This design comes from an exercise in tuning for small area, a short achievable clock period and few clock cycles per item on the open sky130 flow, not from production work.
Where RTL was checked, it was by simulation tests only, not by an equivalence proof against the original.
Power figures rest on the tool's default switching activity, not on a simulated workload.

==> module dut, before the edit <==
module dut(
    clk    ,
    rst_n  ,
    addr   ,
    din    ,
    rw     ,
    enable ,
    dout   ,
    txd    ,
    tx_vld ,
    rxd    ,
    rx_vld
);
input         clk    ;
input         rst_n  ;
input  [7:0 ] addr   ;
input  [31:0] din    ;
input         rw     ;
input         enable ;
output [31:0] dout   ;
input  [7:0 ] rxd    ;
input         rx_vld ;
output [7:0 ] txd    ;
output        tx_vld ;
function lt10;
    input [9:0] a;
    input [9:0] b;
    integer k;
    reg r;
    begin
        r = 1'b0;
        for (k = 0; k < 10; k = k + 1)
            r = (~a[k] & b[k]) | ((~a[k] | b[k]) & r);
        lt10 = r;
    end
endfunction
reg         pkt_en ;
reg  [8:0 ] min_pkt_size ;    
reg  [9:0 ] max_pkt_size ;
wire        write = ~rw & enable;
wire [9:0 ] d     = din[9:0];
always @(posedge clk or negedge rst_n) begin
    if (!rst_n) begin
        pkt_en       <= 1'b0;
        min_pkt_size <= 9'd64;
        max_pkt_size <= 10'd512;
    end
    else if (write) begin
        if (addr == 8'h0)
            pkt_en <= d[0];
        if ((addr == 8'h4) && (|d[9:6]) && lt10(d, max_pkt_size))
            min_pkt_size <= d[8:0];
        if ((addr == 8'h8) && (~d[9] | ~|d[8:0]) && lt10({1'b0, min_pkt_size}, d))
            max_pkt_size <= d;
    end
end
assign dout[31:10] = 22'h0;
wire [9:0] dz76, dz54, dz10, dt8, dt4;
genvar g;
generate
    for (g = 0; g < 10; g = g + 1) begin : g_dout
        g_nor2  u_z76 (.a(addr[7]), .b(addr[6]), .y(dz76[g]));
        g_nor2  u_z54 (.a(addr[5]), .b(addr[4]), .y(dz54[g]));
        g_nor2  u_z10 (.a(addr[1]), .b(addr[0]), .y(dz10[g]));
        g_and3b u_t8  (.an(addr[2]), .b(addr[3]), .c(max_pkt_size[g]), .y(dt8[g]));
        if (g == 0) begin : g_b0
            wire t4, t0;
            g_and3b u_t4 (.an(addr[3]), .b(addr[2]), .c(min_pkt_size[0]), .y(t4));
            g_nor3b u_t0 (.a(addr[3]), .b(addr[2]), .cn(pkt_en), .y(t0));
            g_o3111a u_y (.a1(dt8[0]), .a2(t4), .a3(t0), .b1(dz76[0]), .c1(dz54[0]), .d1(dz10[0]), .x(dout[0]));
        end
        else if (g < 9) begin : g_b
            g_and3b u_t4 (.an(addr[3]), .b(addr[2]), .c(min_pkt_size[g]), .y(dt4[g]));
            g_o2111a u_y (.a1(dt8[g]), .a2(dt4[g]), .b1(dz76[g]), .c1(dz54[g]), .d1(dz10[g]), .x(dout[g]));
        end
        else begin : g_b9
            g_and4 u_y (.a(dt8[9]), .b(dz76[9]), .c(dz54[9]), .d(dz10[9]), .x(dout[9]));
        end
    end
endgenerate
reg  [4087:0] line ;
always @(posedge clk)
    line <= {line[4079:0], rxd};
reg         rx_prev ;    
reg         second ;     
reg  [9:0 ] cnt ;        
reg         over ;       
reg         hdr_ok ;
reg         acc ;        
reg  [4:0 ] tap ;        
reg         pend ;
reg  [3:0 ] wait_cnt ;
reg         tx_on ;      
reg  [7:0 ] tx_byte ;
wire [9:0 ] cnt_inc   = cnt + 10'd1;
wire [9:0 ] cnt_rx    = rx_prev ? cnt_inc : 10'd1;
wire        over_rx   = rx_prev & (over | cnt[9]);
wire        frame_end = rx_prev & ~rx_vld;
wire        now       = frame_end & acc & (cnt[3:0] == 4'h0);
wire        start     = (frame_end & acc & (cnt[3:0] == 4'hf)) | (pend & (wait_cnt == 4'h1));
assign tx_vld = tx_on | now;
assign txd    = tx_on ? tx_byte : 8'h55;
always @(posedge clk or negedge rst_n) begin
    if (!rst_n) begin
        rx_prev <= 1'b0;
        pend    <= 1'b0;
        tx_on   <= 1'b0;
    end
    else begin
        rx_prev <= rx_vld;
        if (frame_end & acc & (cnt[3:0] != 4'h0) & (cnt[3:0] != 4'hf))
            pend <= 1'b1;
        else if (start)
            pend <= 1'b0;
        if (start | now)
            tx_on <= 1'b1;
        else if (cnt == 10'd1)
            tx_on <= 1'b0;
    end
end
always @(posedge clk) begin
    second <= rx_vld & ~rx_prev;
    if (rx_vld) begin
        tap  <= cnt[8:4];
        cnt  <= cnt_rx;
        over <= over_rx;
        acc  <= pkt_en & hdr_ok & ~over_rx & ~lt10(max_pkt_size, cnt_rx) &
                ~lt10(cnt_rx, {1'b0, min_pkt_size});
        if (second)
            hdr_ok <= (line[7:0] == 8'h55) & (rxd == 8'hd5);
    end
    else if (tx_vld)
        cnt <= cnt - 10'd1;
    if (frame_end)
        wait_cnt <= ~cnt[3:0];
    else
        wait_cnt <= wait_cnt - 4'd1;
end
reg  [7:0 ] tap_data ;
integer     i ;
always @(*) begin
    tap_data = 8'h0;
    for (i = 3; i < 32; i = i + 1)
        tap_data = tap_data | (line[(16*i+14)*8 +: 8] & {8{tap == i}});
end
always @(posedge clk)
    tx_byte <= tap_data;
endmodule
==> flow/config.mk <==
export PLATFORM = sky130hd
export DESIGN_NAME = dut
export DESIGN_NICKNAME = dut
export VERILOG_FILES = /design/flow/design.v
export SDC_FILE = /design/flow/constraint.sdc
export NUM_CORES = 8
export LEC_CHECK = 0
export CAP_MARGIN = 40
export CORE_MARGIN = 2
export CORE_UTILIZATION = 60
export CTS_BUF_LIST = sky130_fd_sc_hd__clkbuf_8
export CTS_CLUSTER_DIAMETER = 50
export CTS_CLUSTER_SIZE = 20
export PLACE_DENSITY = 0.7
export SETUP_SLACK_MARGIN = 5
export SLEW_MARGIN = 40
export SYNTH_HIERARCHICAL = 1
export SYNTH_MINIMUM_KEEP_SIZE = 0
==> flow/constraint.sdc <==
create_clock -name core_clock -period 9.0 [get_ports {clk}]
set_input_delay 1.8000 -clock core_clock [delete_from_list [all_inputs] [get_ports {clk}]]
set_output_delay 1.8000 -clock core_clock [all_outputs]
set_load 0.01 [all_outputs]
standard.sh (not shown) runs the stock make flow with config.mk's settings and CLKGATE_MAP_FILE= SYNTH_SCRIPT=/design/flow/synth_recipe.tcl, a recipe that flattens the netlist after the stock synthesis.
==> flow/flow/run.sh <==
#!/bin/bash
# The standard layout, with two changes to how ORFS is driven:
#  - clock tree synthesis without dummy loads, with clkbuf_8 clusters of <= 20 sinks
#  - port buffers start as buf_1 (the resizer sizes them up where timing needs it)
set -euo pipefail
export CTS_ARGS="-sink_clustering_enable -repair_clock_nets -buf_list sky130_fd_sc_hd__clkbuf_8 -sink_clustering_size 20 -sink_clustering_max_diameter 50 -dont_use_dummy_load"
export BUFFER_PORTS_ARGS="-buffer_cell sky130_fd_sc_hd__buf_1"
bash standard.sh > flow_make.log 2>&1
Rerun with:
--- a/flow/design.v
+++ b/flow/design.v
@@ -100,5 +100,6 @@
 wire        now       = frame_end & acc & (cnt[3:0] == 4'h0);
 wire        start     = (frame_end & acc & (cnt[3:0] == 4'hf)) | (pend & (wait_cnt == 4'h1));
-assign tx_vld = tx_on | now;
+wire        ready_n   = ~(rx_prev & acc & (cnt[3:0] == 4'h0));
+g_o21ai u_tx_vld (.a1(ready_n), .a2(rx_vld), .b1(~tx_on), .y(tx_vld));
 assign txd    = tx_on ? tx_byte : 8'h55;
 always @(posedge clk or negedge rst_n) begin
@@ -178,2 +179,7 @@
 assign x = a & b & c & d;
 endmodule
+module g_o21ai(a1, a2, b1, y);
+input a1, a2, b1;
+output y;
+assign y = ~((a1 | a2) & b1);
+endmodule
Via count increases slightly.
Die area stays flat.
Setup slack gains 0.060 ns.
Total power hardly moves.
Final area stays flat.
Global-route usage decreases by 0.12 points.
Wire length decreases slightly.
Count of clock-buffer cells in the layout decreases by 3.
Testbench counts after the change, summed over its fixed seeds: cycles 100,742, frames 156.
The RTL of the first run of this note was laid out without a check of its function.

## re-timing with driven ports
The flow's constraints put no driver on any port. The routed layouts listed below were extracted and timed again, unchanged, in two steps.
Step 1 sets driving cells, clkbuf_16 on the clock port and buf_2 on the other inputs (assumed; they add their load-dependent delay and slew).
Step 2, shift: input delay + t, output delay - t, t = (earliest + latest rising clock arrival at the registers) / 2. This alone moves slack from input paths to output paths.
Slacks: ideal ports / drivers / drivers and shift; pairs: ideal ports / drivers.
run | t (ns) | setup WS [ns] | hold slack, ns
the first run | 0.988 | 4.679 / 4.457 / 4.457 | 0.254 / 0.254 / 0.254
the second run | 0.985 | 4.740 / 4.463 / 4.381 | 0.264 / 0.264 / 0.264
After both steps setup and hold are still met in every run listed. The setup slack of the second run, which loses most, moves by -0.277 ns with the drivers and by -0.359 ns with both steps.
